Source: an optimization exercise on an open RTL-to-GDS flow (aim: small area and a short achievable clock period). Production flows keep margins and buffers that such runs may drop. RTL that was checked went through simulation tests only; none was proved equivalent to the original. Function not checked in runs 2 to 6: the RTL went through the layout flow alone. Power is estimated from default activity; no workload was simulated.

`design/flow/config.mk`:
```
export PLATFORM = sky130hd
export DESIGN_NAME = MY_CPU
export DESIGN_NICKNAME = MY_CPU
export VERILOG_FILES = /design/flow/design.v
export SDC_FILE = /design/flow/constraint.sdc
export NUM_CORES = 4
export LEC_CHECK = 0
export CAP_MARGIN = 20
export CORE_MARGIN = 2
export CORE_UTILIZATION = 40
export SLEW_MARGIN = 20
```
`design/flow/constraint.sdc`:
```
create_clock -name core_clock -period 7.0 [get_ports {clk}]
set_input_delay 1.4000 -clock core_clock [delete_from_list [all_inputs] [get_ports {clk}]]
set_output_delay 1.4000 -clock core_clock [all_outputs]
set_load 0.01 [all_outputs]
```
`design/flow/design.v`:
```
module Shifter16_LR(out, shift, lr, in);
	input [15:0] shift;  
	input lr;  
	input [15:0] in;  
	output [15:0] out;  
	wire [15:0] ta;  
	wire [15:0] tb;  
	wire [15:0] tc;  
	wire [15:0] td;  
	assign ta = shift[0] ? (lr ? {in[14:0], 1'b0} : {1'b0, in[15:1]}) : in;  
	assign tb = shift[1] ? (lr ? {ta[13:0], 2'b0} : {2'b0, ta[15:2]}) : ta;  
	assign tc = shift[2] ? (lr ? {tb[11:0], 4'b0} : {4'b0, tb[15:4]}) : tb;  
	assign td = shift[3] ? (lr ? {tc[7:0], 8'b0} : {8'b0, tc[15:8]}) : tc;  
	assign out = td;
endmodule 
module ALU (result, cc, valA, valB, aluop);
	input [15:0] valA; 
	input [15:0] valB; 
	input [3:0] aluop; 
	wire sub; 
	output [3:0] cc;  
	output [15:0] result;  
	wire [15:0] and16b, or16b, not16b;
	wire [15:0] shift_out;
	wire [15:0] add_out, svalB;
	wire [15:0] result;
	wire [3:0] cc;
	wire shift_co, add_co; 
	wire shift_LR; 
	wire N, Z, C, V;  
	assign and16b = valA & valB; 
	assign or16b = valA | valB; 
	assign not16b = ~valB; 
	assign shift_LR = 
		(aluop == 3'b011) ? 1'b1 : 
		(aluop == 3'b100) ? 1'b0 : 1'b0; 
	Shifter16_LR myShifter(shift_out, valB, shift_LR, valA);
	assign sub = (aluop == 3'b010) ? 1'b1 : 1'b0;
	assign svalB = (aluop == 3'b010) ? ~valB : valB; 
	assign {add_co, add_out} = valA + svalB + sub;
	assign result =
		(aluop == 3'b001) ? add_out :
		(aluop == 3'b010) ? add_out :
		(aluop == 3'b011) ? shift_out :
		(aluop == 3'b100) ? shift_out :
		(aluop == 3'b101) ? and16b :
		(aluop == 3'b110) ? or16b :
		(aluop == 3'b111) ? not16b : 16'b0;
	assign N = result[15]; 
	assign Z = ~|result; 
	assign C = 
		(aluop == 3'b001) ? add_co :
		1'b0;
	assign V = 
		(aluop == 3'b011) ? valA[15] ^ shift_out[15] : 
		(aluop == 3'b001) ? 
			(~valA[15] & ~svalB[15] & add_out[15]) |   
			(valA[15] & svalB[15] & ~add_out[15]) :  
		1'b0;
	assign cc = {N, Z, C, V};
endmodule 
module Decoder_OP(instr, unary, imm, aluop, setcc, rD, rA, rB, immB, wben);
	input [15:0] instr;
	output unary;
	output imm;
	output [2:0] aluop;  
	output setcc;
	output [2:0] rD;
	output [2:0] rA;
	output [2:0] rB;
	output [4:0] immB;
	output wben;
	wire [3:0] opcode_i;
	reg unary;
	reg imm;
	reg [2:0] aluop;
	reg setcc;
	reg [2:0] rD;
	reg [2:0] rA;
	reg [2:0] rB;
	reg [4:0] immB;
	reg wben;
	assign opcode_i = {instr[15:12], instr[11]};  
	always @(opcode_i or instr)
		case (opcode_i)
			4'b0000: {unary, imm, aluop, setcc, rD, rA, rB, immB, wben} = 
				{1'b0, 1'b0, 3'b001, instr[11], instr[10:8], instr[7:5], instr[4:2], 5'b0, 1'b1};
			4'b0001: {unary, imm, aluop, setcc, rD, rA, rB, immB, wben} = 
				{1'b0, 1'b1, 3'b001, instr[11], instr[10:8], instr[7:5], 3'b0, instr[4:0], 1'b1};
			4'b0010: {unary, imm, aluop, setcc, rD, rA, rB, immB, wben} =
				{1'b1, 1'b0, 3'b001, instr[11], instr[10:8], instr[7:5], instr[4:2], 5'b0, 1'b1};
			4'b0011: {unary, imm, aluop, setcc, rD, rA, rB, immB, wben} =
				{1'b1, 1'b1, 3'b001, instr[11], instr[10:8], instr[7:5], 3'b0, instr[4:0], 1'b1};
			4'b0100: {unary, imm, aluop, setcc, rD, rA, rB, immB, wben} =
				{1'b0, 1'b0, 3'b010, instr[11], instr[10:8], instr[7:5], instr[4:2], 5'b0, 1'b1};
			4'b0101: {unary, imm, aluop, setcc, rD, rA, rB, immB, wben} =
				{1'b0, 1'b1, 3'b010, instr[11], instr[10:8], instr[7:5], 3'b0, instr[4:0], 1'b1};
			4'b0110: {unary, imm, aluop, setcc, rD, rA, rB, immB, wben} =
				{1'b0, 1'b0, 3'b011, instr[11], instr[10:8], instr[7:5], instr[4:2], 5'b0, 1'b1};
			4'b0111: {unary, imm, aluop, setcc, rD, rA, rB, immB, wben} =
				{1'b0, 1'b1, 3'b011, instr[11],instr[10:8], instr[7:5], 3'b0, instr[4:0], 1'b1};
			4'b1000: {unary, imm, aluop, setcc, rD, rA, rB, immB, wben} =
				{1'b0, 1'b0, 3'b100, instr[11], instr[10:8], instr[7:5], instr[4:2], 5'b0, 1'b1};
			4'b1001: {unary, imm, aluop, setcc, rD, rA, rB, immB, wben} =
				{1'b0, 1'b1, 3'b100, instr[11], instr[10:8], instr[7:5], 3'b0, instr[4:0], 1'b1};
			4'b1010: {unary, imm, aluop, setcc, rD, rA, rB, immB, wben} =
				{1'b0, 1'b0, 3'b101, instr[11], instr[10:8], instr[7:5], instr[4:2], 5'b0, 1'b1};
			4'b1011: {unary, imm, aluop, setcc, rD, rA, rB, immB, wben} =
				{1'b0, 1'b1, 3'b101, instr[11], instr[10:8], instr[7:5], 3'b0, instr[4:0], 1'b1};
			4'b1100: {unary, imm, aluop, setcc, rD, rA, rB, immB, wben} =
				{1'b0, 1'b0, 3'b110, instr[11], instr[10:8], instr[7:5], instr[4:2], 5'b0, 1'b1};
			4'b1101: {unary, imm, aluop, setcc, rD, rA, rB, immB, wben} =
				{1'b0, 1'b1, 3'b110, instr[11], instr[10:8], instr[7:5], 3'b0, instr[4:0], 1'b1};
			4'b1110: {unary, imm, aluop, setcc, rD, rA, rB, immB, wben} =
				{1'b0, 1'b0, 3'b111, instr[11], instr[10:8], instr[7:5], instr[4:2], 5'b0, 1'b1};
			default: {unary, imm, aluop, setcc, rD, rA, rB, immB, wben} =
				{1'b0, 1'b0, 3'b000, 1'b0, 3'b0, 3'b0, 3'b0, 5'b0, 1'b0};  
		endcase
endmodule 
module RegisterFile (clk, nRESET, write_en, write_addr, write_data, read_addrA,read_addrB, read_dataA,read_dataB, read_addrC, read_dataC);
	input clk,nRESET, write_en;
	input [3:0] write_addr, read_addrA, read_addrB, read_addrC;
	input [15:0] write_data;
	output [15:0] read_dataA, read_dataB, read_dataC;
	reg [15:0] reg_0, reg_1, reg_2, reg_3,
				  reg_4, reg_5, reg_6, reg_7,
				  reg_8, reg_9, reg_10, reg_11,
				  reg_12, reg_13, reg_14, reg_15;
	wire [15:0] decode_out;
	wire [15:0] reg_en; 
	assign decode_out = 
		(write_addr == 4'b0000) ? 16'b0000000000000001:
		(write_addr == 4'b0001) ? 16'b0000000000000010:
		(write_addr == 4'b0010) ? 16'b0000000000000100:
		(write_addr == 4'b0011) ? 16'b0000000000001000:
		(write_addr == 4'b0100) ? 16'b0000000000010000:
		(write_addr == 4'b0101) ? 16'b0000000000100000:
		(write_addr == 4'b0110) ? 16'b0000000001000000:
		(write_addr == 4'b0111) ? 16'b0000000010000000:
		(write_addr == 4'b1000) ? 16'b0000000100000000:
		(write_addr == 4'b1001) ? 16'b0000001000000000:
		(write_addr == 4'b1010) ? 16'b0000010000000000:
		(write_addr == 4'b1011) ? 16'b0000100000000000:
		(write_addr == 4'b1100) ? 16'b0001000000000000:
		(write_addr == 4'b1101) ? 16'b0010000000000000:
		(write_addr == 4'b1110) ? 16'b0100000000000000:
		(write_addr == 4'b1111) ? 16'b1000000000000000:16'bx;
	assign reg_en[0] = write_en & decode_out[0];
	assign reg_en[1] = write_en & decode_out[1];
	assign reg_en[2] = write_en & decode_out[2];
	assign reg_en[3] = write_en & decode_out[3];
	assign reg_en[4] = write_en & decode_out[4];
	assign reg_en[5] = write_en & decode_out[5];
	assign reg_en[6] = write_en & decode_out[6];
	assign reg_en[7] = write_en & decode_out[7];
	assign reg_en[8] = write_en & decode_out[8];
	assign reg_en[9] = write_en & decode_out[9];
	assign reg_en[10] = write_en & decode_out[10];
	assign reg_en[11] = write_en & decode_out[11];
	assign reg_en[12] = write_en & decode_out[12];
	assign reg_en[13] = write_en & decode_out[13];
	assign reg_en[14] = write_en & decode_out[14];
	assign reg_en[15] = write_en & decode_out[15];
	always @ (posedge clk or negedge nRESET)
		if(!nRESET)
			reg_0 <= 16'b0;
		else if (reg_en[0])
			reg_0 <= write_data;
	always @ (posedge clk or negedge nRESET)
		if(!nRESET)
			reg_1 <= 16'b0;
		else if (reg_en[1])
			reg_1 <= write_data;	
	always @ (posedge clk or negedge nRESET)
		if(!nRESET)
			reg_2 <= 16'b0;
		else if (reg_en[2])
			reg_2 <= write_data;
	always @ (posedge clk or negedge nRESET)
		if(!nRESET)
			reg_3 <= 16'b0;
		else if (reg_en[3])
			reg_3 <= write_data;
	always @ (posedge clk or negedge nRESET)
		if(!nRESET)
			reg_4 <= 16'b0;
		else if (reg_en[4])
			reg_4 <= write_data;		
	always @ (posedge clk or negedge nRESET)
		if(!nRESET)
			reg_5 <= 16'b0;
		else if (reg_en[5])
			reg_5 <= write_data;		
	always @ (posedge clk or negedge nRESET)
		if(!nRESET)
			reg_6 <= 16'b0;
		else if (reg_en[6])
			reg_6 <= write_data;
	always @ (posedge clk or negedge nRESET)
		if(!nRESET)
			reg_7 <= 16'b0;
		else if (reg_en[7])
			reg_7 <= write_data;
	always @ (posedge clk or negedge nRESET)
		if(!nRESET)
			reg_8 <= 16'b0;
		else if (reg_en[8])
			reg_8 <= write_data;
	always @ (posedge clk or negedge nRESET)
		if(!nRESET)
			reg_9 <= 16'b0;
		else if (reg_en[9])
			reg_9 <= write_data;
	always @ (posedge clk or negedge nRESET)
		if(!nRESET)
			reg_10 <= 16'b0;
		else if (reg_en[10])
			reg_10 <= write_data;
	always @ (posedge clk or negedge nRESET)
		if(!nRESET)
			reg_11 <= 16'b0;
		else if (reg_en[11])
			reg_11 <= write_data;
	always @ (posedge clk or negedge nRESET)
		if(!nRESET)
			reg_12 <= 16'b0;
		else if (reg_en[12])
			reg_12 <= write_data;
	always @ (posedge clk or negedge nRESET)
		if(!nRESET)
			reg_13 <= 16'b0;
		else if (reg_en[13])
			reg_13 <= write_data;		
	always @ (posedge clk or negedge nRESET)
		if(!nRESET)
			reg_14 <= 16'b0;
		else if (reg_en[14])
			reg_14 <= write_data;
	always @ (posedge clk or negedge nRESET)
		if(!nRESET)
			reg_15 <= 16'b0;
		else if (reg_en[15])
			reg_15 <= write_data;
	assign read_dataA = 
	(read_addrA == 4'b0000) ? reg_0 :
	(read_addrA == 4'b0001) ? reg_1 :
	(read_addrA == 4'b0010) ? reg_2 :
	(read_addrA == 4'b0011) ? reg_3 :
	(read_addrA == 4'b0100) ? reg_4 :
	(read_addrA == 4'b0101) ? reg_5 :
	(read_addrA == 4'b0110) ? reg_6 :
	(read_addrA == 4'b0111) ? reg_7 :
	(read_addrA == 4'b1000) ? reg_8 :
	(read_addrA == 4'b1001) ? reg_9 :
	(read_addrA == 4'b1010) ? reg_10 :
	(read_addrA == 4'b1011) ? reg_11 :
	(read_addrA == 4'b1100) ? reg_12 :
	(read_addrA == 4'b1101) ? reg_13 :
	(read_addrA == 4'b1110) ? reg_14 :
	(read_addrA == 4'b1111) ? reg_15 :16'bx;
	assign read_dataB = 
	(read_addrB == 4'b0000) ? reg_0 :
	(read_addrB == 4'b0001) ? reg_1 :
	(read_addrB == 4'b0010) ? reg_2 :
	(read_addrB == 4'b0011) ? reg_3 :
	(read_addrB == 4'b0100) ? reg_4 :
	(read_addrB == 4'b0101) ? reg_5 :
	(read_addrB == 4'b0110) ? reg_6 :
	(read_addrB == 4'b0111) ? reg_7 :
	(read_addrB == 4'b1000) ? reg_8 :
	(read_addrB == 4'b1001) ? reg_9 :
	(read_addrB == 4'b1010) ? reg_10 :
	(read_addrB == 4'b1011) ? reg_11 :
	(read_addrB == 4'b1100) ? reg_12 :
	(read_addrB == 4'b1101) ? reg_13 :
	(read_addrB == 4'b1110) ? reg_14 :
	(read_addrB == 4'b1111) ? reg_15 :16'bx;
	assign read_dataC = 
	(read_addrC == 4'b0000) ? reg_0 :
	(read_addrC == 4'b0001) ? reg_1 :
	(read_addrC == 4'b0010) ? reg_2 :
	(read_addrC == 4'b0011) ? reg_3 :
	(read_addrC == 4'b0100) ? reg_4 :
	(read_addrC == 4'b0101) ? reg_5 :
	(read_addrC == 4'b0110) ? reg_6 :
	(read_addrC == 4'b0111) ? reg_7 :
	(read_addrC == 4'b1000) ? reg_8 :
	(read_addrC == 4'b1001) ? reg_9 :
	(read_addrC == 4'b1010) ? reg_10 :
	(read_addrC == 4'b1011) ? reg_11 :
	(read_addrC == 4'b1100) ? reg_12 :
	(read_addrC == 4'b1101) ? reg_13 :
	(read_addrC == 4'b1110) ? reg_14 :
	(read_addrC == 4'b1111) ? reg_15 :16'bx;
endmodule
module MY_CPU (clk, nRESET, instr, pc, cc, dbg_addr, dbg_data);
	input clk;  
	input nRESET;  
	input [15:0] instr;  
	output [15:0] pc;  
	output [3:0] cc;  
	input [2:0] dbg_addr;  
	output [15:0] dbg_data;  
	reg [15:0] pc;  
	reg [3:0] cc;  
	wire [2:0] aluop;  
	wire unary;  
	wire imm;  
	wire setcc;  
	wire wben;  
	wire [2:0] rD, rA, rB; 
	wire [4:0] immB; 
	wire [15:0] valA, valB, svalA, svalB, valE; 
	wire [3:0] NZCV;  
	always @(posedge clk or negedge nRESET)
		if (!nRESET) 
			pc <= 16'b0;
		else 
			pc <= pc + 2;
	Decoder_OP idec(instr, unary, imm, aluop, setcc, rD, rA, rB, immB, wben);
	RegisterFile ireg_file(clk, nRESET, wben, {1'b0, rD}, valE, {1'b0, rA}, {1'b0, rB}, valA, valB,
		{1'b0, dbg_addr}, dbg_data);
	assign svalA = (unary == 1'b1) ? 16'b0 : valA;
	assign svalB = (imm == 1'b1) ? {{11{immB[4]}}, immB} : valB;  
	ALU ialu(valE, NZCV, svalA, svalB, {1'b0, aluop});
	always @(posedge clk or negedge nRESET)
		if (!nRESET) 
			cc <= 4'b0;
		else if(setcc) 
			cc <= NZCV;
		else
			cc <= 4'b0;
endmodule
```
`design/flow/run.sh`:
```
#!/bin/bash
# synth_recipe.tcl (not shown) runs the flow's synth.tcl, then flattens the netlist and writes it again
# the make line also repeats each setting of config.mk as NAME=value (left out here)
make -C /OpenROAD-flow-scripts/flow DESIGN_CONFIG=/design/flow/config.mk WORK_HOME=/design/flow/orfs CLKGATE_MAP_FILE= SYNTH_SCRIPT=/design/flow/synth_recipe.tcl finish
```
==> results of run 1 <==
[final cells by class]
type,count,area [µm²],share of cell area (%)
repair buffers,165,1370,8.70
well taps,455,569,3.61
multi-input cells,1335,9410,59.6
flip-flops and latches,147,3680,23.3
inverters,33,124,0.785
clock buffers,19,443,2.81
clock inverters,13,181,1.15
[Yosys cell counts (14+ instances only)]
cell        n  share of area [%]
a21oi_1   123                4.4
nand2_1   210                5.6
nand3b_1   18               0.97
o22ai_1    22               0.99
nand4_1    14               0.63
a211oi_1   14               0.75
inv_1      31               0.83
buf_4      21                1.1
mux2i_1    41                2.9
buf_2      35                1.3
mux2_2     80                6.5
o221ai_1   15               0.94
dfrtp_1   147                 26
nor3_1     37                1.3
ha_1       17                1.5
o21ai_0   117                4.2
nand2b_1   35                1.6
nor2_1    110                3.0
nor2b_1    20               0.90
clkbuf_1   50                1.3
buf_6      18                1.5
mux4_2     28                4.5
nand3_1    32                1.1
xnor2_1    29                1.8
a31oi_1    20               0.90
[cells in the final DEF, fill, tap and decap left out, drive strengths merged, types with 33 or more instances in the layout]
master / instances
mux2: 80
buf: 120
nand2b: 35
nor3: 41
dfrtp: 147
mux2i: 41
nand2: 212
clkdlybuf4s50: 45
nand3: 33
o21ai: 131
nor2: 112
a21oi: 126
inv: 33
[worst paths after layout]
kind / to
worst max-delay path: cc[2]
worst min-delay path: pc[15]
worst max register to register: cc[2]
worst min register to register: pc[15]
max in group asynchronous: ireg_file.reg_2[0]
min in group asynchronous: ireg_file.reg_4[13]
[logic make-up after synthesis]
logic type / count (synthesis) / synth area share [%]
XOR/XNOR: 39 / 2.45
adder cells (fa/ha/maj): 18 / 1.60
other: 1 / 0.0269
AND/OR/NAND/NOR: 576 / 20.9
flip-flops: 147 / 26.3
buffers and inverters: 166 / 6.31
multiplexers: 149 / 13.9
AO/OA/AOI/OAI: 552 / 28.4
[flip-flops by register name (all words and copies together), names as in the netlist]
name             flops
ireg_file.reg_0     16
ireg_file.reg_1     16
ireg_file.reg_5     16
pc                  15
ireg_file.reg_3     16
cc                   4
ireg_file.reg_6     16
ireg_file.reg_4     16
ireg_file.reg_2     16
ireg_file.reg_7     16
[per-layer routing]
metal	global-route usage (%)	up-vias	part of all wire [%]	wire length, µm
met5	0	-	0	0
met4	12.7	0	4.1	2440
met3	7.10	139	9.2	5520
met2	50.8	808	44	26400
met1	46.3	7265	42	25300
li1	-	6361	-	-
[through the flow]
stage / cell area (µm²) / power [W] / setup WS (ps) / instances
global route: 15800 / 0.00610 / 82.4 / 2167
global placement: 15100 / 0.00468 / 94.0 / 2135
floorplan: 14000 / 0.00351 / 804 / 1648
detailed placement: 15100 / 0.00471 / 63.7 / 2135
CTS: 15800 / 0.00571 / 510 / 2167
finish: 15800 / 0.00578 / 417 / 2167
[critical path, stage by stage]
cell             delay (ps)
clkdlybuf4s50_1         520
buf_12                  170
buf_12                  190
a211oi_1                 70
a311oi_1                440
inv_1                    70
o21ai_0                 710
xnor2_1                 140
ha_1                    420
a21o_1                  220
a21oi_1                 150
o21bai_1                 90
a21o_1                  250
a21oi_1                 210
nor2_1                   80
a2111oi_0               260
or4b_1                  500
a2111o_1                460
nor4_2                  140
nand4bb_1               150
nor4_2                  280
[power by group through the flow]
stage	sequential (W)	combinational, W	clock [W]
4_1_cts	0.00168	0.00303	0.000997
5_1_grt	0.00175	0.00332	0.00103
3_5_place_dp	0.00170	0.00301	0
3_3_place_gp	0.00169	0.00299	0
6_report	0.00171	0.00309	0.000980
2_1_floorplan	0.00146	0.00204	0
==> summary.md, run 1 <==
| Metric | Value |
|---|---|
| Run status | `no timing/DRC/antenna violations` |
| Fmax | `152 MHz` |
| Via count | `14600` |
| Measured slew at the worst slew-check pin | `1210 ps` |
| Crit. End Element | `flip-flop` |
| I/O pin cnt | `57` |
| NetSw | `0.00268 W` |
| Number of synthesis warnings | `3` |
| Die Ht | `191 µm` |
| Clock-pin transition on the worst setup and hold timing paths | `60 ps` |
| Power Density | `367 mW/mm²` |
| Required time of the critical path | `7350 ps` |
| Initial antenna violation count | `0` |
| Nets | `1737` |
| Clk root buf | `clkbuf_16` |
| I/O Buffers | `54` |
| Clock latency at the later pin of the worst-skew pair | `450 ps` |
| Row count | `68` |
| Clock network power share | `17.0%` |
| FFs w/ async S/R, synth | `100%` |
| Internal | `0.00310 W` |
| Seq/Total Area, Yosys | `26.3%` |
| Post-CTS Setup Inserts | `0` |
| Syn Std Cell Area | `0.0140 mm²` |
| Minimum hold slack | `491 ps` |
| Min Tclk post-route | `6580 ps` |
| DR DRC count | `0` |
| Max VDD drop | `0.235 mV` |
| Yosys cell types | `114` |
| Routed WL | `59700 µm` |
| Post-synth EDFFs | `0` |
| Width of the die | `191 µm` |
| Worst Setup SP | `instr[4]` |
| Diodes inserted | `0` |
| Pin count of the biggest net entering global routing | `83` |
| Final Cycle Share | `94.0%` |
| Post-DRT Antenna Nets | `0` |
| TritonCTS Buffers | `17` |
| Final Skew | `15.5 ps` |
| Slew headroom | `18.6%` |
| Crit Path Max Fanout | `24` |
| First-pass GRT wire length | `90600 µm` |
| Wire per inst | `27.6 µm` |
| Final slew viol count | `0` |
| Vias in the first global route | `13800` |
| R2R cell count | `18` |
| Reg2Reg Setup Slack | `1730 ps` |
| Mean post-synth cell area | `8.47 µm²` |
| Final GP Congestion | `1.03` |
| Post-CTS Resized | `0` |
| Initial Utilization | `40.5%` |
| Hold_buf cts | `0` |
| Syn Nets | `1686` |
| Min-delay src | `pc[15]` |
| Share of layout cells above drive strength 1 | `18.8%` |
| Final hold violations | `0` |
| CP Launch Type | `input pin` |
| Cells after Synth | `1648` |
| Via density | `6.72` |
| Clk buf depth | `2` |
| WHS Path Cells | `1` |
| LEAKAGE | `6.41 nW` |
| H-tree levels | `4` |
| TritonCTS clock tree | `built` |
| Top_reg_cell synth | `dfrtp_1` |
| Core Area | `0.0345 mm²` |
| Final core occ | `45.8%` |
| Worst flop-to-flop path startpoint | `ireg_file.reg_1[7]` |
| Post-synthesis register bit count | `147` |
| Part of the power in combinational logic | `53.4%` |
| CTS Sinks | `147` |
| Placed wire-length estimate | `44800 µm` |
| Sequential share of power | `29.6%` |
| Setup Viol. Count Final | `0` |
| Max-Cap Viols | `0` |
| Tot GR Track Use | `33.4%` |
| Worst hold path type | `flip-flop to flip-flop` |
| Area grow syn2layout | `13.0%` |
| DR iter-0 viols | `1958` |
| Worst EP arrival | `6930 ps` |
| Switching fraction of total power | `46.4%` |
| TNS Setup | `0 ps` |
| Gr ovfl total | `0` |
| Die area | `0.0364 mm²` |
| RSZ-0062 raised after global routing | `no` |
| Fill cell count | `3422` |
| Kind of critical path | `input pin to flip-flop` |
| First-pass DRT Iterations | `6` |
==> inputs of run 2 (changes only) <==
==> design/flow/design.v (replaced) <==
module MY_CPU (clk, nRESET, instr, pc, cc, dbg_addr, dbg_data);
	input clk;
	input nRESET;
	input [15:0] instr;
	output [15:0] pc;
	output [3:0] cc;
	input [2:0] dbg_addr;
	output [15:0] dbg_data;
	reg [14:0] pc_q;   
	reg [3:0] cc;
	assign pc = {pc_q, 1'b0};
	always @(posedge clk or negedge nRESET)
		if (!nRESET) pc_q <= 15'b0;
		else pc_q <= pc_q + 15'd1;
	wire [2:0] op = instr[14:12];
	wire i = instr[11];
	wire [2:0] rD = instr[10:8];
	wire [2:0] rA = instr[7:5];
	wire [2:0] rB = instr[4:2];
	wire [15:0] imm = {{11{instr[4]}}, instr[4:0]};
	wire valid = ~(op == 3'd7 & i);   
	reg [15:0] rf [0:7];
	reg [7:0] v;
	wire [15:0] res;
	wire [7:0] we;
	genvar k;
	generate for (k = 0; k < 8; k = k + 1) begin : g_rf
		assign we[k] = valid & (rD == k);
		always @(posedge clk)
			if (we[k]) rf[k] <= res;
	end endgenerate
	always @(posedge clk or negedge nRESET)
		if (!nRESET) v <= 8'b0;
		else v <= v | we;
	function [15:0] rd;
		input [2:0] a;
		input [7:0] vv;
		input [127:0] d;
		integer j;
		begin
			rd = 16'b0;
			for (j = 0; j < 8; j = j + 1)
				rd = rd | ({16{(a == j) & vv[j]}} & d[16*j +: 16]);
		end
	endfunction
	wire [127:0] rflat = {rf[7], rf[6], rf[5], rf[4], rf[3], rf[2], rf[1], rf[0]};
	wire [15:0] ra = rd(rA, v, rflat);
	wire [15:0] rb = rd(rB, v, rflat);
	assign dbg_data = rd(dbg_addr, v, rflat);
	wire [15:0] A = (op == 3'd1) ? 16'b0 : ra;
	wire [15:0] B = i ? imm : rb;
	wire sub = (op == 3'd2);
	wire [15:0] Bx = sub ? ~B : B;
	wire [16:0] sum = {1'b0, A} + {1'b0, Bx} + {16'b0, sub};
	wire [15:0] shl = A << B[3:0];
	wire [15:0] shr = A >> B[3:0];
	reg [15:0] r;
	always @(*)
		case (op)
			3'd0, 3'd1, 3'd2: r = sum[15:0];
			3'd3: r = shl;
			3'd4: r = shr;
			3'd5: r = A & B;
			3'd6: r = A | B;
			default: r = ~B;
		endcase
	assign res = r;
	wire N = r[15];
	wire Z = ~|r;
	wire C = (op == 3'd0 || op == 3'd1) ? sum[16] : 1'b0;
	wire V = (op == 3'd3) ? (A[15] ^ shl[15]) :
		(op == 3'd0 || op == 3'd1) ? ((~A[15] & ~B[15] & sum[15]) | (A[15] & B[15] & ~sum[15])) : 1'b0;
	always @(posedge clk or negedge nRESET)
		if (!nRESET) cc <= 4'b0;
		else if (valid & i) cc <= {N, Z, C, V};
		else cc <= 4'b0;
endmodule
==> summary.md, run 2 <==
| Metric | Value |
|---|---|
| Cells after Synth | `1098` |
| Measured slew at the worst slew-check pin | `1150 ps` |
| Syn Nets | `1136` |
| Core Area | `0.0261 mm²` |
| Biggest regs | `rf (128), pc_q (15), v (8)` |
| Required time of the critical path | `7310 ps` |
| Setup Viol. Count Final | `0` |
| Highest-count cells in the layout ignoring fill and taps | `146 x a22oi_1, 128 x edfxtp_1, 86 x nand2_1, 76 x nor2_1, 69 x buf_4` |
| Min-delay src | `pc_q[14]` |
| Max-Cap Viols | `0` |
| Post-synth top area share | `36.0%` |
| Final GP Congestion | `1.05` |
| Kind of critical path | `input pin to flip-flop` |
| Synth area leader | `edfxtp_1` |
| Max reg flops | `128` |
| Final core occ | `47.8%` |
| Nets | `1195` |
| Share of layout cells above drive strength 1 | `13.1%` |
| Placed wire-length estimate | `30100 µm` |
| Final WS setup | `439 ps` |
| Commonest non-fill, non-tap cell in the layout | `a22oi_1` |
| Wire per inst | `29.1 µm` |
| Clk buf depth | `2` |
| Mean post-synth cell area | `9.73 µm²` |
| Commonest cells in the netlist | `146 x a22oi_1, 128 x edfxtp_1, 86 x nand2_1, 78 x nor2_1, 55 x a21oi_1` |
| Clk root buf | `clkbuf_16` |
| Setup Slack @ Placement | `237 ps` |
| Tot GR Track Use | `30.7%` |
| Worst EP arrival | `6870 ps` |
| Worst Setup SP | `instr[6]` |
| H-tree levels | `4` |
| Power Density | `248 mW/mm²` |
| Via count | `10600` |
| Final hold violations | `0` |
| LEAKAGE | `4.44 nW` |
| CTS Sinks | `155` |
| Post-DRT Antenna Nets | `0` |
| Crit Path Max Fanout | `11` |
| Most common cell in the synthesized netlist | `a22oi_1` |
| Row count | `59` |
| Final slew viol count | `0` |
| Post-synthesis register bit count | `155` |
| Pin count of the biggest net entering global routing | `39` |
| Final Cycle Share | `93.7%` |
| Number of synthesis warnings | `2` |
| Run status | `no timing/DRC/antenna violations` |
| Slew headroom | `23.1%` |
| Crit. End Element | `flip-flop` |
| Biggest register | `rf` |
| TritonCTS Buffers | `17` |
| CP Launch Type | `input pin` |
| First-pass DRT Iterations | `19` |
| Syn Std Cell Area | `0.0107 mm²` |
| RSZ-0062 raised after global routing | `no` |
| Yosys cell types | `92` |
| Post-CTS Resized | `0` |
| Width of the die | `167 µm` |
| Seq/Total Area, Yosys | `42.3%` |
| Fill cell count | `2485` |
| FFs w/ async S/R, synth | `17.4%` |
| Fmax | `152 MHz` |
| Worst flop-to-flop path startpoint | `v[1]` |
| Reg2Reg Setup Slack | `1750 ps` |
| Diodes inserted | `0` |
| Worst hold path type | `flip-flop to flip-flop` |
| Gr ovfl total | `0` |
| Initial Utilization | `40.9%` |
| Routed WL | `43700 µm` |
| DR iter-0 viols | `1825` |
| Vias in the first global route | `10300` |
| Via density | `7.03` |
| Max VDD drop | `0.162 mV` |
| I/O pin cnt | `57` |
| Initial antenna violation count | `0` |
| Area grow syn2layout | `16.9%` |
| Post-CTS Setup Inserts | `0` |
| TritonCTS clock tree | `built` |
| Clock latency at the later pin of the worst-skew pair | `430 ps` |
| Top_reg_cell synth | `edfxtp_1` |
| I/O Buffers | `54` |
| Area contributors post-synth | `edfxtp_1 36%, a22oi_1 10%, dfrtp_1 6.3%` |
| Hold_buf cts | `0` |
| Die area | `0.0280 mm²` |
| Min Tclk post-route | `6560 ps` |
| Die Ht | `167 µm` |
| TNS Setup | `0 ps` |
| First-pass GRT wire length | `64500 µm` |
| DR DRC count | `0` |
| Post-synth EDFFs | `128` |
| Clock-pin transition on the worst setup and hold timing paths | `70 ps` |
| Final Skew | `14.9 ps` |
## run 2: cell count changes in the layout (fill, tap and decap cells not counted), sizes merged, moves of 71 or more
cell    previous run  this run
o21ai            131        60
a21oi            126        55
dfrtp            147        27
a22oi             10       146
nand2            212        87
mux2              80         1
edfxtp             0       128
## run 2: through the flow
stage / instance area (µm²) / instances / hold WS (ps) / power [W]
6_report: 12500 / 1505 / 496 / 0.00309
5_1_grt: 12500 / 1505 / 521 / 0.00320
2_1_floorplan: 10700 / 1098 / 465 / 0.00175
3_5_place_dp: 11900 / 1473 / 487 / 0.00213
4_1_cts: 12500 / 1505 / 500 / 0.00306
3_3_place_gp: 11900 / 1473 / 468 / 0.00212
## run 2: area by class of cell
type | instances | area [µm²] | share of cell area, %
clock buffer | 20 | 437 | 3.50
sequential | 155 | 4520 | 36.2
tap | 335 | 419 | 3.36
clock inverter | 12 | 161 | 1.29
inverter | 23 | 86.3 | 0.692
multi-input combinational | 837 | 5800 | 46.5
timing repair buffer | 123 | 1060 | 8.48
## run 2: final timing paths
check | cells past startpoint | endpoint
worst min register to register | 1 | pc_q[14]
worst min-delay path | 1 | pc_q[14]
min in group asynchronous | 2 | v[2]
max in group asynchronous | 2 | pc_q[6]
worst max-delay path | 20 | cc[2]
worst max register to register | 19 | cc[2]
## run 2: routing by layer
metal	wire, µm	GRT usage [%]	vias up	share of wire, %
li1	-	-	4535	-
met1	17300	40.6	5059	39
met2	19500	48.1	818	45
met3	4750	6.48	167	11
met4	2160	14.9	0	4.9
met5	0	0	-	0
## run 2: worst max-delay path: stages
cell	delay, ps
clkdlybuf4s50_1	660
nor4bb_4	980
buf_4	350
a22oi_1	110
nand2_1	160
o21ai_0	240
inv_1	110
ha_1	300
a21o_1	220
nand2_1	110
a31oi_1	150
o21ai_0	290
nand2b_1	120
or4_1	520
a22oi_1	240
a21oi_1	80
nor3_1	270
buf_4	240
nor4_1	80
and4_1	230
## run 2: logic make-up (layout without fill, tap and decap cells)
kind of cell	after synthesis	in the layout	share of synthesized area (%)
compound gates	444	444	30.2
simple gates	321	321	15.9
flops	155	155	42.3
buf+inv	106	178	4.77
xor+xnor	39	39	3.20
fa+ha+maj	17	17	2.06
mux	15	15	1.53
other cells	1	1	0.0351
## run 2: where the power goes
| part | internal, W | total [W] | leakage (nW) | switching [W] |
|---|---|---|---|---|
| clock | 0.000564 | 0.000941 | 0.282 | 0.000377 |
| combinational | 0.000349 | 0.00100 | 2.66 | 0.000655 |
| sequential | 0.00111 | 0.00114 | 1.50 | 0.0000374 |
| total | 0.00202 | 0.00309 | 4.44 | 0.00107 |
==> inputs of run 3 (changes only) <==
--- a/design/flow/design.v
+++ b/design/flow/design.v
@@ -45,30 +45,46 @@
 	endfunction
 	wire [127:0] rflat = {rf[7], rf[6], rf[5], rf[4], rf[3], rf[2], rf[1], rf[0]};
-	wire [15:0] ra = rd(rA, v, rflat);
+	wire [15:0] A = rd(rA, v, rflat);
 	wire [15:0] rb = rd(rB, v, rflat);
 	assign dbg_data = rd(dbg_addr, v, rflat);
-	wire [15:0] A = (op == 3'd1) ? 16'b0 : ra;
 	wire [15:0] B = i ? imm : rb;
 	wire sub = (op == 3'd2);
-	wire [15:0] Bx = sub ? ~B : B;
-	wire [16:0] sum = {1'b0, A} + {1'b0, Bx} + {16'b0, sub};
+	wire [15:0] Bx = B ^ {16{sub}};
+	wire [15:0] g0 = A & Bx;
+	wire [15:0] p0 = (A ^ {16{sub}}) ^ B;
+	reg [15:0] G, P;
+	integer lv, b;
+	always @(*) begin
+		G = g0; P = p0;
+		G[0] = g0[0] | (p0[0] & sub);
+		for (lv = 0; lv < 4; lv = lv + 1)
+			for (b = 0; b < 16; b = b + 1)
+				if ((b >> lv) & 1) begin
+					G[b] = G[b] | (P[b] & G[((b >> lv) << lv) - 1]);
+					P[b] = P[b] & P[((b >> lv) << lv) - 1];
+				end
+	end
+	wire [16:0] cy = {G, sub};
+	wire [15:0] sum = p0 ^ cy[15:0];
+	wire cout = cy[16];
 	wire [15:0] shl = A << B[3:0];
 	wire [15:0] shr = A >> B[3:0];
-	reg [15:0] r;
-	always @(*)
-		case (op)
-			3'd0, 3'd1, 3'd2: r = sum[15:0];
-			3'd3: r = shl;
-			3'd4: r = shr;
-			3'd5: r = A & B;
-			3'd6: r = A | B;
-			default: r = ~B;
-		endcase
+	wire s_add = (op == 3'd0) | (op == 3'd2);
+	wire s_shl = (op == 3'd3);
+	wire s_shr = (op == 3'd4);
+	wire [15:0] lg = (op == 3'd1) ? B : (op == 3'd5) ? (A & B) : (op == 3'd6) ? (A | B) : ~B;
+	wire s_lg = ~s_add & ~s_shl & ~s_shr;
+	wire [15:0] r_na = ({16{s_shl}} & shl) | ({16{s_shr}} & shr) | ({16{s_lg}} & lg);
+	wire [15:0] r = s_add ? sum : r_na;
 	assign res = r;
+	wire [15:0] Bi = imm ^ {16{sub}};
+	wire [15:0] zx = A ^ Bi;
+	wire [15:0] zo = {A[14:0] | Bi[14:0], sub};
+	wire Z_add = ~|(zx ^ zo);
 	wire N = r[15];
-	wire Z = ~|r;
-	wire C = (op == 3'd0 || op == 3'd1) ? sum[16] : 1'b0;
+	wire Z = s_add ? Z_add : ~|r_na;
+	wire C = (op == 3'd0) & cout;
 	wire V = (op == 3'd3) ? (A[15] ^ shl[15]) :
-		(op == 3'd0 || op == 3'd1) ? ((~A[15] & ~B[15] & sum[15]) | (A[15] & B[15] & ~sum[15])) : 1'b0;
+		(op == 3'd0) ? ((A[15] == B[15]) & (sum[15] ^ A[15])) : 1'b0;
 	always @(posedge clk or negedge nRESET)
 		if (!nRESET) cc <= 4'b0;
--- a/design/flow/config.mk
+++ b/design/flow/config.mk
@@ -9,3 +9,4 @@
 export CORE_MARGIN = 2
 export CORE_UTILIZATION = 40
+export SETUP_SLACK_MARGIN = 2.5
 export SLEW_MARGIN = 20
==> summary.md, run 3 <==
| Metric | Value |
|---|---|
| TritonCTS Buffers | `17` |
| CP Launch Type | `input pin` |
| RSZ-0062 raised after global routing | `yes` |
| Share of layout cells above drive strength 1 | `29.6%` |
| Mean post-synth cell area | `9.66 µm²` |
| WHS Path Cells | `1` |
| Sequential share of power | `33.8%` |
| Biggest register | `rf` |
| Slew headroom | `7.07%` |
| H-tree levels | `4` |
| Power Density | `228 mW/mm²` |
| Post-synthesis register bit count | `155` |
| Diodes inserted | `0` |
| Crit Path Max Fanout | `8` |
| Placed wire-length estimate | `29800 µm` |
| Initial Utilization | `40.8%` |
| Tot GR Track Use | `30.5%` |
| Biggest regs | `rf (128), pc_q (15), v (8)` |
| Final slew viol count | `0` |
| Max-Cap Viols | `0` |
| First-pass DRT Iterations | `11` |
| Internal | `0.00215 W` |
| TNS Setup | `0 ps` |
| Area grow syn2layout | `32.6%` |
| Final Cycle Share | `69.6%` |
| Gr ovfl total | `0` |
| Worst flop-to-flop path startpoint | `v[2]` |
| Non-Filler Instances | `1644` |
| Post-DRT Antenna Nets | `0` |
| Clk buf depth | `2` |
| Reg-to-Reg End | `rf[5][15]` |
| Row count | `60` |
| Part of the power in combinational logic | `37.0%` |
| Switching fraction of total power | `35.4%` |
| Reg2Reg Setup Slack | `2770 ps` |
| Highest-count cells in the layout ignoring fill and taps | `144 x a22oi_1, 143 x buf_4, 128 x edfxtp_1, 75 x nand2_1, 61 x xnor2_1` |
| Max VDD drop | `0.136 mV` |
| Post-synth top area share | `34.9%` |
| Placed cell count | `1501` |
| Wire per inst | `27.3 µm` |
| First-pass GRT wire length | `65900 µm` |
| Width of the die | `170 µm` |
| NetSw | `0.00118 W` |
| Worst Hold End | `pc_q[14]` |
| Clock network power share | `29.2%` |
| Min-delay src | `pc_q[14]` |
| DR DRC count | `0` |
| LEAKAGE | `5.36 nW` |
| Commonest cells in the netlist | `148 x a22oi_1, 128 x edfxtp_1, 81 x nand2_1, 70 x clkbuf_1, 64 x xnor2_1` |
| Post-synth EDFFs | `128` |
| Routed WL | `44800 µm` |
| Clock latency at the later pin of the worst-skew pair | `440 ps` |
| Multi-input logic area | `0.00691 mm²` |
| Final WS setup | `2130 ps` |
| Synth area leader | `edfxtp_1` |
| Worst hold path type | `flip-flop to flip-flop` |
| Min Tclk post-route | `4870 ps` |
| Via density | `6.89` |
| Die Ht | `170 µm` |
| Commonest non-fill, non-tap cell in the layout | `a22oi_1` |
| TritonCTS clock tree | `built` |
| Required time of the critical path | `7160 ps` |
| Yosys cell types | `82` |
| Syn Std Cell Area | `0.0110 mm²` |
| Kind of critical path | `input pin to flip-flop` |
| Crit. End Element | `flip-flop` |
| FFs w/ async S/R, synth | `17.4%` |
| Max reg flops | `128` |
| Setup Viol. Count Final | `0` |
| I/O pin cnt | `57` |
| Core Area | `0.0270 mm²` |
| DR iter-0 viols | `1989` |
| Worst EP arrival | `5030 ps` |
| Syn Nets | `1182` |
| Number of synthesis warnings | `2` |
| Fmax | `205 MHz` |
| Most common cell in the synthesized netlist | `a22oi_1` |
| CTS Sinks | `155` |
| Via count | `11300` |
| R2R cell count | `14` |
| Top_reg_cell synth | `edfxtp_1` |
| Nets | `1334` |
| I/O Buffers | `54` |
| Hold_buf cts | `0` |
| Area contributors post-synth | `edfxtp_1 35%, a22oi_1 10%, dfrtp_1 6.1%` |
| Final Skew | `21.0 ps` |
| Setup Slack @ Placement | `539 ps` |
| Vias in the first global route | `10700` |
| Final hold violations | `0` |
| Clock-pin transition on the worst setup and hold timing paths | `70 ps` |
| Seq/Total Area, Yosys | `41.1%` |
| Final GP Congestion | `0.986` |
| Initial antenna violation count | `0` |
| Run status | `no timing/DRC/antenna violations` |
| Pin count of the biggest net entering global routing | `32` |
| FF/Latch Area | `0.00452 mm²` |
| Die area | `0.0289 mm²` |
| Clk root buf | `clkbuf_16` |
| Fill cell count | `2344` |
| Measured slew at the worst slew-check pin | `1380 ps` |
| Cells after Synth | `1139` |
[run 3: final cells by class]
cell class | instances | share of cell area (%)
Clock buffer | 17 | 2.91
Clock inverter | 14 | 1.25
Inverter | 19 | 0.523
Multi-Input combinational cell | 871 | 47.3
Sequential cell | 155 | 31.0
Tap cell | 341 | 2.92
Timing Repair Buffer | 227 | 14.1
[run 3: how the worst max path moves through the flow]
stage / start / to / slack, ps
after floorplan: instr[2] / rf[0][15] / 1850
after CTS: instr[3] / rf[1][15] / 2260
final: instr[3] / rf[5][15] / 2130
after detailed placement: instr[3] / rf[2][15] / 540
after global placement: instr[2] / rf[6][15] / 640
after global routing: instr[3] / rf[5][15] / 2080
[run 3: worst max-delay path: stages]
cell and delay, ps:
buf_12 120, nor4bb_4 150, buf_12 140, a222oi_1 430
buf_4 190, nand4_1 180, a21oi_2 230, o22a_1 150
or4b_4 470, a21oi_4 230, o221ai_4 180, a221oi_4 390
nor3_4 60, o22a_1 230, or3_4 460
[run 3: per-layer routing]
| layer | GRT usage [%] | wire (µm) | vias up |
|---|---|---|---|
| li1 | - | - | 4887 |
| met1 | 40.2 | 17500 | 5378 |
| met2 | 47.5 | 19800 | 862 |
| met3 | 6.49 | 5170 | 197 |
| met4 | 15.5 | 2390 | 0 |
| met5 | 0 | 0 | - |
[run 3: timing repair]
action                     in CTS  in global routing
pin swaps                      58                 50
setup endpoints to repair     148                116
cloned                          2                  1
gates resized for setup       161                 96
setup buffers                  78                 31
[run 3: power by group through the flow]
| stage | clock, W | sequential, W | combinational [W] |
|---|---|---|---|
| 2_1_floorplan | 0 | 0.00113 | 0.000665 |
| 3_3_place_gp | 0 | 0.00114 | 0.000976 |
| 3_5_place_dp | 0 | 0.00114 | 0.000986 |
| 4_1_cts | 0.000981 | 0.00112 | 0.00109 |
| 5_1_grt | 0.00102 | 0.00113 | 0.00130 |
| 6_report | 0.000973 | 0.00112 | 0.00123 |
[run 3: kinds of logic (layout without fill, tap and decap cells)]
logic type                 after synthesis  count (layout)  synth area share (%)
buffers and inverters                  113             277                  4.38
DFF                                    155             155                  41.1
muxes                                   26              26                  2.41
adders and majority gates               23              23                  2.59
xor gates and xnor gates                73              73                  5.81
AOI/OAI and AO/OA                      431             431                  28.3
and+or+nand+nor                        317             317                  15.4
other                                    1               1                0.0341
[run 3: stage by stage]
| step | power (W) | area (µm²) | hold WS [ps] | utilization (%) |
|---|---|---|---|---|
| global route | 0.00344 | 14600 | 510 | 54.2 |
| detailed placement | 0.00212 | 12300 | 475 | 45.7 |
| CTS | 0.00319 | 14000 | 484 | 51.9 |
| global placement | 0.00211 | 12300 | 480 | 45.7 |
| floorplan | 0.00179 | 11200 | 459 | - |
| finish | 0.00333 | 14600 | 477 | 54.2 |
==> inputs of run 4 (changes only) <==
--- a/design/flow/config.mk
+++ b/design/flow/config.mk
@@ -9,4 +9,3 @@
 export CORE_MARGIN = 2
 export CORE_UTILIZATION = 40
-export SETUP_SLACK_MARGIN = 2.5
 export SLEW_MARGIN = 20
==> summary.md, run 4 <==
| Metric | Value |
|---|---|
| Die area | `0.0289 mm²` |
| LEAKAGE | `4.55 nW` |
| Final Skew | `11.2 ps` |
| Post-DRT Antenna Nets | `0` |
| TritonCTS clock tree | `built` |
| Area grow syn2layout | `17.0%` |
| Kind of critical path | `input pin to flip-flop` |
| Crit Path Max Fanout | `11` |
| I/O Buffers | `54` |
| Via density | `7.05` |
| Placed wire-length estimate | `29500 µm` |
| Gr ovfl total | `0` |
| Most common cell in the synthesized netlist | `a22oi_1` |
| Mean post-synth cell area | `9.66 µm²` |
| NetSw | `0.00111 W` |
| TritonCTS Buffers | `17` |
| Switching fraction of total power | `35.7%` |
| Diodes inserted | `0` |
| R2R cell count | `13` |
| Clock latency at the later pin of the worst-skew pair | `440 ps` |
| Setup Viol. Count Final | `0` |
| Final Cycle Share | `87.5%` |
| Highest-count cells in the layout ignoring fill and taps | `148 x a22oi_1, 128 x edfxtp_1, 81 x nand2_1, 67 x buf_4, 63 x xnor2_1` |
| Routed WL | `41900 µm` |
| Pin count of the biggest net entering global routing | `32` |
| Worst Hold End | `pc_q[14]` |
| Post-CTS Resized | `0` |
| Initial antenna violation count | `0` |
| Initial Utilization | `40.8%` |
| H-tree levels | `4` |
| Required time of the critical path | `7130 ps` |
| Vias in the first global route | `10200` |
| I/O pin cnt | `57` |
| Min-delay src | `pc_q[14]` |
| Synth area leader | `edfxtp_1` |
| Commonest cells in the netlist | `148 x a22oi_1, 128 x edfxtp_1, 81 x nand2_1, 70 x clkbuf_1, 64 x xnor2_1` |
| Wire per inst | `27.2 µm` |
| Power Density | `241 mW/mm²` |
| Worst EP arrival | `6260 ps` |
| Area contributors post-synth | `edfxtp_1 35%, a22oi_1 10%, dfrtp_1 6.1%` |
| Clk root buf | `clkbuf_16` |
| Clk buf depth | `2` |
| Reg-to-Reg End | `rf[4][15]` |
| Biggest register | `rf` |
| Width of the die | `170 µm` |
| Biggest regs | `rf (128), pc_q (15), v (8)` |
| Internal | `0.00200 W` |
| First-pass DRT Iterations | `12` |
| Min Tclk post-route | `6130 ps` |
| Syn Nets | `1182` |
| Dpl cell area | `0.0122 mm²` |
| Max reg flops | `128` |
| Worst hold path type | `flip-flop to flip-flop` |
| Slew headroom | `26.9%` |
| Hold_buf cts | `0` |
| Final GP Congestion | `0.978` |
| Commonest non-fill, non-tap cell in the layout | `a22oi_1` |
| FFs w/ async S/R, synth | `17.4%` |
| Nets | `1229` |
| Crit. End Element | `flip-flop` |
| Syn Std Cell Area | `0.0110 mm²` |
| Row count | `60` |
| Clock-pin transition on the worst setup and hold timing paths | `70 ps` |
| Reg2Reg Setup Slack | `2260 ps` |
| Number of synthesis warnings | `2` |
| Placed cell count | `1507` |
| Final hold violations | `0` |
| Run status | `no timing/DRC/antenna violations` |
| Post-synth EDFFs | `128` |
| Fmax | `163 MHz` |
| Max VDD drop | `0.143 mV` |
| Design Area, Final | `0.0129 mm²` |
| Core Area | `0.0270 mm²` |
| Part of the power in combinational logic | `32.1%` |
| Measured slew at the worst slew-check pin | `1100 ps` |
| Share of layout cells above drive strength 1 | `13.3%` |
| DR DRC count | `0` |
| Post-synthesis register bit count | `155` |
| Post-CTS Setup Inserts | `0` |
| Cells after Synth | `1139` |
| CP Launch Type | `input pin` |
| Worst flop-to-flop path startpoint | `v[3]` |
| Yosys cell types | `82` |
| Max-Cap Viols | `0` |
| Minimum hold slack | `479 ps` |
| Final slew viol count | `0` |
| Non-Filler Instances | `1540` |
| RSZ-0062 raised after global routing | `no` |
| Tot GR Track Use | `28.9%` |
| TNS Setup | `0 ps` |
| DR iter-0 viols | `1959` |
| Seq/Total Area, Yosys | `41.1%` |
| First-pass GRT wire length | `62700 µm` |
| Sequential share of power | `36.1%` |
| Top_reg_cell synth | `edfxtp_1` |
| Die Ht | `170 µm` |
| Clock network power share | `31.8%` |
| WHS Path Cells | `1` |
| Via count | `10900` |
| CTS Sinks | `155` |
| Post-synth top area share | `34.9%` |
[run 4: layer usage]
layer | share of wire, % | wire length [µm] | GRT usage, % | vias to the layer above
li1 | - | - | - | 4663
met5 | 0 | 0 | 0 | -
met3 | 11 | 4800 | 6.81 | 195
met4 | 4.9 | 2060 | 13.2 | 0
met2 | 43 | 18000 | 43.5 | 843
met1 | 41 | 17100 | 39.4 | 5151
[run 4: kinds of logic (layout without fill, tap and decap cells)]
| logic type | after synthesis | in the layout | share of synthesized area [%] |
|---|---|---|---|
| AO/OA/AOI/OAI | 431 | 431 | 28.3 |
| XOR/XNOR | 73 | 73 | 5.81 |
| adder cells (fa/ha/maj) | 23 | 23 | 2.59 |
| buffers and inverters | 113 | 173 | 4.38 |
| flip-flops | 155 | 155 | 41.1 |
| multiplexers | 26 | 26 | 2.41 |
| other | 1 | 1 | 0.0341 |
| AND/OR/NAND/NOR | 317 | 317 | 15.4 |
[run 4: layout make-up]
type                       instances  area (µm²)
clock buffer                      17         425
sequential                       155        4520
tap                              341         427
timing repair buffer             122        1050
multi-input combinational        871        6190
fill                            2460       14100
clock inverter                    15         198
inverter                          19        71.3
[run 4: power groups by stage]
| stage | Combinational, W | Clock (W) | Sequential, W |
|---|---|---|---|
| floorplan | 0.000630 | 0 | 0.00113 |
| global placement | 0.000952 | 0 | 0.00114 |
| detailed placement | 0.000958 | 0 | 0.00114 |
| CTS | 0.000963 | 0.000995 | 0.00112 |
| global route | 0.00107 | 0.00104 | 0.00112 |
| finish | 0.000997 | 0.000987 | 0.00112 |
[run 4: how the worst max path moves through the flow]
stage | start | endpoint | cells after the start
floorplan | instr[3] | rf[0][15] | 21
global placement | instr[4] | rf[4][15] | 18
detailed placement | instr[6] | rf[4][15] | 14
CTS | instr[6] | rf[1][15] | 14
global route | instr[4] | rf[4][15] | 19
finish | instr[4] | rf[4][15] | 17
[run 4: critical path, stage by stage]
cell,delay (ps)
clkdlybuf4s50_1,750
and4b_1,580
a222oi_1,760
a41oi_2,280
nor2_1,140
a21oi_1,60
ha_1,220
inv_1,50
o31ai_1,90
o311ai_1,260
buf_4,200
a21oi_4,50
o221ai_2,280
a221oi_2,140
o31ai_1,390
a22oi_1,140
or3_1,460
[run 4: through the flow]
| stage | util [%] | setup slack (ps) | total power, W |
|---|---|---|---|
| floorplan | - | 1180 | 0.00176 |
| global placement | 45.4 | 619 | 0.00209 |
| detailed placement | 45.4 | 627 | 0.00210 |
| CTS | 47.7 | 1050 | 0.00308 |
| global route | 47.8 | 693 | 0.00323 |
| finish | 47.8 | 873 | 0.00311 |
==> inputs of run 5 (changes only) <==
==> design/flow/flow/run.sh (new file) <==
#!/bin/bash
# Layout flow: the standard ORFS flow, with two changes:
#  - no full/half adder extraction in synthesis (ADDER_MAP_FILE empty), so ABC maps
#    the adder logic itself;
#  - port buffers are sky130_fd_sc_hd__buf_2 instead of the resizer's default pick.
# The make output is kept in flow_make.log; ORFS's own logs stay under orfs/logs.
set -euo pipefail
bash standard.sh ADDER_MAP_FILE= \
  "BUFFER_PORTS_ARGS=-buffer_cell sky130_fd_sc_hd__buf_2" \
  finish > flow_make.log 2>&1
==> design/flow/standard.sh (new file) <==
#!/bin/bash
# synth_recipe.tcl (not shown) runs the flow's synth.tcl, then flattens the netlist and writes it again
# the make line also repeats each setting of config.mk as NAME=value (left out here)
make -C /OpenROAD-flow-scripts/flow DESIGN_CONFIG=/design/flow/config.mk WORK_HOME=/design/flow/orfs CLKGATE_MAP_FILE= SYNTH_SCRIPT=/design/flow/synth_recipe.tcl "${@:-finish}"
--- a/design/flow/config.mk
+++ b/design/flow/config.mk
@@ -9,3 +9,4 @@
 export CORE_MARGIN = 2
 export CORE_UTILIZATION = 40
+export SETUP_SLACK_MARGIN = 2.5
 export SLEW_MARGIN = 20
removed: design/flow/run.sh
==> summary.md, run 5 <==
| Metric | Value |
|---|---|
| Worst hold path type | `flip-flop to flip-flop` |
| Final Skew | `18.2 ps` |
| Power Density | `237 mW/mm²` |
| Final Cycle Share | `67.8%` |
| Fill cell count | `2371` |
| Multiplexer area fraction after synthesis | `4.96%` |
| Most frequent cell on the critical path | `buf_4` |
| Cell Chain, Critical Path | `buf_12 > and4bb_4 > buf_4 > a222oi_1 > nand4_1 > buf_4 > mux2i_4 > buf_4 > buf_6 > and3_1 > o32ai_1 > a221oi_2 > nand2_1 > or4b_1 > or4_4 > o21ai_2` |
| Area grow syn2layout | `25.8%` |
| Biggest register | `rf` |
| Min-delay src | `pc_q[14]` |
| Pin count of the biggest net entering global routing | `41` |
| Width of the die | `169 µm` |
| Reg2Reg Setup Slack | `2880 ps` |
| Kind of critical path | `input pin to flip-flop` |
| Minimum hold slack | `475 ps` |
| Area contributors post-synth | `edfxtp_1 35%, a22oi_1 10%, dfrtp_1 6.2%` |
| Largest family of logic cells by synthesized area | `compound AO/OA/AOI/OAI gates` |
| Synth Area in Simple Gates | `16.7%` |
| Die area | `0.0284 mm²` |
| Number of synthesis warnings | `2` |
| Final hold violations | `0` |
| Run status | `no timing/DRC/antenna violations` |
| Yosys cell types | `87` |
| Placed wire-length estimate | `26800 µm` |
| Diodes inserted | `0` |
| Xor and xnor area share after synthesis | `5.18%` |
| Tot GR Track Use | `29.5%` |
| Setup Viol. Count Final | `0` |
| FF/Latch Area | `0.00452 mm²` |
| LEAKAGE | `4.95 nW` |
| Mean post-synth cell area | `9.58 µm²` |
| Initial Utilization | `40.4%` |
| Slowest-stage cell, CP | `or4_4` |
| Top_reg_cell synth | `edfxtp_1` |
| CP Launch Type | `input pin` |
| Worst Setup SP | `instr[2]` |
| Row count | `60` |
| Multi-input logic area | `0.00648 mm²` |
| Most common cell in the synthesized netlist | `a22oi_1` |
| FFs w/ async S/R, synth | `17.4%` |
| H-tree levels | `4` |
| Worst flop-to-flop path startpoint | `v[2]` |
| Cells after Synth | `1130` |
| Compound-Gate Fraction of Synth Area | `26.2%` |
| DR iter-0 viols | `1821` |
| Final slew viol count | `0` |
| Vias in the first global route | `10400` |
| Seq/Total Area, Yosys | `41.7%` |
| CTS Sinks | `155` |
| Via density | `6.92` |
| I/O Buffers | `54` |
| Post-synth EDFFs | `128` |
| First-pass GRT wire length | `63900 µm` |
| Crit Path Max Fanout | `23` |
| Clk buf depth | `2` |
| I/O pin cnt | `57` |
| Core Area | `0.0268 mm²` |
| Max reg flops | `128` |
| Post-Synth Adder-Cell Area | `0.589%` |
| Syn Std Cell Area | `0.0108 mm²` |
| Crit. End Element | `flip-flop` |
| Biggest regs | `rf (128), pc_q (15), v (8)` |
| Routed WL | `42600 µm` |
| Syn Nets | `1151` |
| Clk root buf | `clkbuf_16` |
| Post-DRT Antenna Nets | `0` |
| Commonest cells in the netlist | `145 x a22oi_1, 128 x edfxtp_1, 83 x nand2_1, 77 x clkbuf_1, 73 x nor2_1` |
| Slowest Stage Delay on Critical Path | `510 ps` |
| Measured slew at the worst slew-check pin | `1100 ps` |
| Post-synthesis register bit count | `155` |
| Highest-count cells in the layout ignoring fill and taps | `138 x a22oi_1, 128 x edfxtp_1, 119 x buf_4, 83 x nand2_1, 63 x nor2_1` |
| Synth area leader | `edfxtp_1` |
| Nets | `1265` |
| First-pass DRT Iterations | `7` |
| Share of layout cells above drive strength 1 | `29.0%` |
| Max VDD drop | `0.171 mV` |
| TNS Setup | `0 ps` |
| TritonCTS clock tree | `built` |
| Final GP Congestion | `0.927` |
| Required time of the critical path | `7370 ps` |
| Wire per inst | `26.7 µm` |
| Slew headroom | `26.1%` |
| Fmax | `211 MHz` |
| Final core occ | `50.8%` |
| Die Ht | `169 µm` |
| Via count | `11100` |
| TritonCTS Buffers | `17` |
| Max-Cap Viols | `0` |
| DR DRC count | `0` |
| Worst EP arrival | `5110 ps` |
| Min Tclk post-route | `4740 ps` |
| RSZ-0062 raised after global routing | `yes` |
| Gr ovfl total | `0` |
| Hold_buf cts | `0` |
| Clock-pin transition on the worst setup and hold timing paths | `70 ps` |
| Post-synth top area share | `35.5%` |
| Clock latency at the later pin of the worst-skew pair | `440 ps` |
| Commonest non-fill, non-tap cell in the layout | `a22oi_1` |
| Initial antenna violation count | `0` |
==> run 5: critical path: cells and delay by family <==
| kind | cells | cell delay (ps) |
|---|---|---|
| and+or+nand+nor | 6 | 1680 |
| AOI/OAI and AO/OA | 4 | 970 |
| muxes | 1 | 240 |
| buffers and inverters | 5 | 800 |
==> run 5: kinds of logic after synthesis <==
kind of cell | count (synthesis)
AO/OA/AOI/OAI | 405
AND/OR/NAND/NOR | 337
buffers and inverters | 118
XOR/XNOR | 64
flip-flops | 155
adder cells (fa/ha/maj) | 6
multiplexers | 44
other | 1
==> run 5: routing by layer <==
metal / wire length [µm] / up-vias / global-route usage, %
li1: - / 4715 / -
met1: 16100 / 5204 / 38.7
met2: 19300 / 920 / 46.9
met3: 4940 / 212 / 5.14
met4: 2300 / 0 / 15.7
met5: 0 / - / 0
==> run 5: metrics by stage <==
stage	instances	total power, W	worst slack (ps)	instance area (µm²)
3_5_place_dp	1472	0.00205	992	11700
3_3_place_gp	1472	0.00205	951	11700
6_report	1598	0.00323	2260	13600
5_1_grt	1598	0.00336	2120	13600
2_1_floorplan	1130	0.00178	2220	11000
4_1_cts	1578	0.00314	2430	13300
==> run 5: what timing repair did <==
item,4_1_cts,5_1_grt
pin swaps,47,18
buffers inserted,70,20
endpoints found under the setup margin,134,123
resized for setup,116,37
gates cloned,4,0
==> run 5: cell type report <==
type | count | area share (%)
clock buffer | 18 | 3.15
inverter | 15 | 0.422
sequential | 155 | 33.2
timing repair buffer | 196 | 11.3
clock inverter | 14 | 1.29
tap | 341 | 3.13
multi-input combinational | 859 | 47.6
==> run 5: worst paths after layout <==
path	end	cells past startpoint
worst max-delay path	cc[2]	16
max in group asynchronous	v[7]	1
worst max register to register	cc[2]	15
worst min register to register	pc_q[14]	1
worst min-delay path	pc_q[14]	1
min in group asynchronous	pc_q[3]	1
==> run 5: power breakdown <==
part	total, W	internal [W]	switching (W)
clock	0.000953	0.000540	0.000413
combinational	0.00115	0.000456	0.000695
sequential	0.00113	0.00109	0.0000352
==> inputs of run 6 (changes only) <==
--- a/design/flow/design.v
+++ b/design/flow/design.v
@@ -82,6 +82,20 @@
 	wire [15:0] zo = {A[14:0] | Bi[14:0], sub};
 	wire Z_add = ~|(zx ^ zo);
+	wire [3:0] s = instr[3:0];
+	reg [15:0] m;
+	integer q;
+	always @(*)
+		for (q = 0; q < 16; q = q + 1)
+			case (op)
+				3'd3: m[q] = (q <= 15 - s);    
+				3'd4: m[q] = (q >= s);         
+				3'd5: m[q] = imm[q];           
+				3'd6: m[q] = 1'b1;             
+				default: m[q] = 1'b0;          
+			endcase
+	wire imm_z = ~|instr[4:0];
+	wire Z_oth = ~|(A & m) & ((op == 3'd6 || op == 3'd1) ? imm_z : 1'b1);
 	wire N = r[15];
-	wire Z = s_add ? Z_add : ~|r_na;
+	wire Z = s_add ? Z_add : Z_oth;
 	wire C = (op == 3'd0) & cout;
 	wire V = (op == 3'd3) ? (A[15] ^ shl[15]) :
==> summary.md, run 6 <==
| Metric | Value |
|---|---|
| Run status | `no timing/DRC/antenna violations` |
| NetSw | `0.00118 W` |
| R2R cell count | `14` |
| Core Area | `0.0286 mm²` |
| Switching fraction of total power | `35.5%` |
| TritonCTS Buffers | `17` |
| Highest-count cells in the layout ignoring fill and taps | `150 x a22oi_1, 128 x edfxtp_1, 122 x buf_4, 113 x nand2_1, 83 x nor2_1` |
| Worst flop-to-flop path startpoint | `v[3]` |
| Commonest non-fill, non-tap cell in the layout | `a22oi_1` |
| Buffers & Inverters on Critical Path | `5` |
| Cell Chain, Critical Path | `buf_4 > and4b_4 > buf_4 > a22oi_1 > nand2_1 > nor2_1 > buf_6 > buf_4 > xnor2_1 > a211oi_4 > and2_1 > a221oi_4 > mux2i_1 > mux2_4 > nor3_4 > buf_12` |
| Part of the power in combinational logic | `37.4%` |
| Max-Cap Viols | `0` |
| Nets | `1436` |
| Via count | `12300` |
| Worst Hold End | `pc_q[10]` |
| Slew headroom | `29.2%` |
| Die area | `0.0304 mm²` |
| TNS Setup | `0 ps` |
| Share of layout cells above drive strength 1 | `28.1%` |
| First-pass GRT wire length | `68700 µm` |
| Clock network power share | `29.0%` |
| Worst EP arrival | `4890 ps` |
| Final Power | `0.00331 W` |
| Diodes inserted | `0` |
| Met3 wire length | `5480 µm` |
| Final Cycle Share | `65.6%` |
| Setup Slack @ Placement | `1020 ps` |
| DR iter-0 viols | `1952` |
| Commonest cells in the netlist | `158 x a22oi_1, 128 x edfxtp_1, 119 x nand2_1, 97 x nor2_1, 86 x clkbuf_1` |
| Initial antenna violation count | `0` |
| Min Tclk post-route | `4590 ps` |
| Measured slew at the worst slew-check pin | `1060 ps` |
| Die Ht | `174 µm` |
| Syn Std Cell Area | `0.0116 mm²` |
| Clk root buf | `clkbuf_16` |
| Final hold violations | `0` |
| Mean post-synth cell area | `8.96 µm²` |
| Power Density | `222 mW/mm²` |
| Slowest-stage cell, CP | `and4b_4` |
| Vias in the first global route | `11100` |
| Clock-pin transition on the worst setup and hold timing paths | `60 ps` |
| Top_reg_cell synth | `edfxtp_1` |
| Met2 routed WL | `21300 µm` |
| Pin count of the biggest net entering global routing | `44` |
| Row count | `62` |
| Syn Nets | `1315` |
| Hold_buf cts | `0` |
| Kind of critical path | `input pin to flip-flop` |
| RSZ-0062 raised after global routing | `yes` |
| Routed WL | `47800 µm` |
| Post-synthesis register bit count | `155` |
| Post-synth top area share | `33.2%` |
| FFs w/ async S/R, synth | `17.4%` |
| Minimum hold slack | `489 ps` |
| Area contributors post-synth | `edfxtp_1 33%, a22oi_1 10%, dfrtp_1 5.8%` |
| Worst hold path type | `flip-flop to flip-flop` |
| Width of the die | `174 µm` |
| TritonCTS clock tree | `built` |
| Top cell family by delay on the critical path | `simple AND/OR/NAND/NOR gates` |
| CP Launch Type | `input pin` |
| Via density | `6.76` |
| Cells after Synth | `1294` |
| Seq/Total Area, Yosys | `39.0%` |
| Slowest Stage Delay on Critical Path | `490 ps` |
| Post-synth EDFFs | `128` |
| Reg2Reg Setup Slack | `3100 ps` |
| Number of synthesis warnings | `2` |
| Min-delay src | `pc_q[10]` |
| Setup Viol. Count Final | `0` |
| CTS Sinks | `155` |
| Yosys cell types | `88` |
| Clock latency at the later pin of the worst-skew pair | `430 ps` |
| Most common cell in the synthesized netlist | `a22oi_1` |
| Post-DRT Antenna Nets | `0` |
| Tot GR Track Use | `29.7%` |
| LEAKAGE | `5.54 nW` |
| Final Skew | `14.7 ps` |
| Final slew viol count | `0` |
| Clk buf depth | `2` |
| Crit. End Element | `flip-flop` |
| First-pass DRT Iterations | `6` |
| H-tree levels | `4` |
| WL met1 | `18700 µm` |
| Biggest regs | `rf (128), pc_q (15), v (8)` |
| I/O Buffers | `54` |
| Required time of the critical path | `7300 ps` |
| WHS Path Cells | `1` |
| DR DRC count | `0` |
| Fmax | `218 MHz` |
| Max reg flops | `128` |
| Sequential share of power | `33.6%` |
| Biggest register | `rf` |
| Most frequent cell on the critical path | `buf_4` |
| Gr ovfl total | `0` |
| Synth area leader | `edfxtp_1` |
| Area grow syn2layout | `28.7%` |
| Initial Utilization | `40.5%` |
| Top Metal Used | `met4` |
| Reg-to-Reg End | `rf[0][11]` |
| Final WS setup | `2410 ps` |
| Wire per inst | `26.4 µm` |
| Placed wire-length estimate | `30300 µm` |
| I/O pin cnt | `57` |
| Final GP Congestion | `0.912` |
| Internal | `0.00214 W` |
| Crit Path Max Fanout | `10` |
| Max VDD drop | `0.188 mV` |
-- run 6: cell count changes in the layout (fill, tap and decap cells not counted), moves of 9 or more --
cell      change
nor2_1       +20
nand3_1      +25
a31oi_1      +11
a21oi_1      +14
a22oi_1      +12
buf_12       +12
o21ai_2       -9
nand4_1      -11
o211ai_1     +19
nand2_1      +30
o21ai_0      +35
-- run 6: how the worst max path moves through the flow --
stage	start	to	slack [ps]	depth (start not counted)
floorplan	instr[4]	rf[0][11]	2450	14
global placement	instr[3]	rf[7][7]	1020	14
detailed placement	instr[3]	rf[7][7]	1020	14
CTS	instr[4]	rf[6][11]	2500	16
global route	instr[6]	rf[6][11]	2350	16
finish	instr[6]	rf[0][11]	2410	16
-- run 6: logic make-up after synthesis --
group | after synthesis | synth area share, %
AOI/OAI and AO/OA | 491 | 29.4
xor gates and xnor gates | 63 | 4.76
adders and majority gates | 6 | 0.518
buffers and inverters | 131 | 4.83
DFF | 155 | 39.0
muxes | 43 | 3.84
other | 1 | 0.0323
and+or+nand+nor | 404 | 17.6
-- run 6: power by group through the flow --
stage	logic, W	registers [W]	clock network, W
after floorplan	0.000673	0.00112	0
after global placement	0.000961	0.00113	0
after detailed placement	0.000969	0.00113	0
after CTS	0.00105	0.00111	0.000967
after global routing	0.00130	0.00112	0.00100
final	0.00124	0.00111	0.000961
-- run 6: timing repair --
item | in CTS | in global routing
resized for setup | 76 | 88
buffers inserted | 54 | 53
pin swaps | 34 | 47
cloned | 2 | 9
endpoints found under the setup margin | 133 | 147
-- run 6: layout make-up --
cell class                 count  area [µm²]
fill                        2510       13700
multi-input combinational   1010        7230
sequential                   155        4520
timing repair buffer         218        2040
tap                          384         480
clock buffer                  20         437
clock inverter                12         166
inverter                      13        48.8
-- run 6: layer usage --
metal,vias to the layer above,track usage [%]
li1,5297,-
met1,5849,39.6
met2,913,45.8
met3,194,6.69
met4,0,14.1
met5,-,0
-- run 6: metrics by stage --
step                      utilization [%]  cell area (µm²)  std cells
final                                52.1            14900       1812
after global routing                 52.1            14900       1812
after CTS                            48.4            13900       1750
after detailed placement             43.6            12500       1662
after global placement               43.6            12500       1662
after floorplan                         -            11700       1294

Setup slack of run 6, layout unchanged: 2.407 ns with ideal ports, 2.320 ns with driving cells assumed (clock clkbuf_16, inputs buf_2), 1.844 ns with port delays also shifted by the 0.476 ns mid clock arrival.
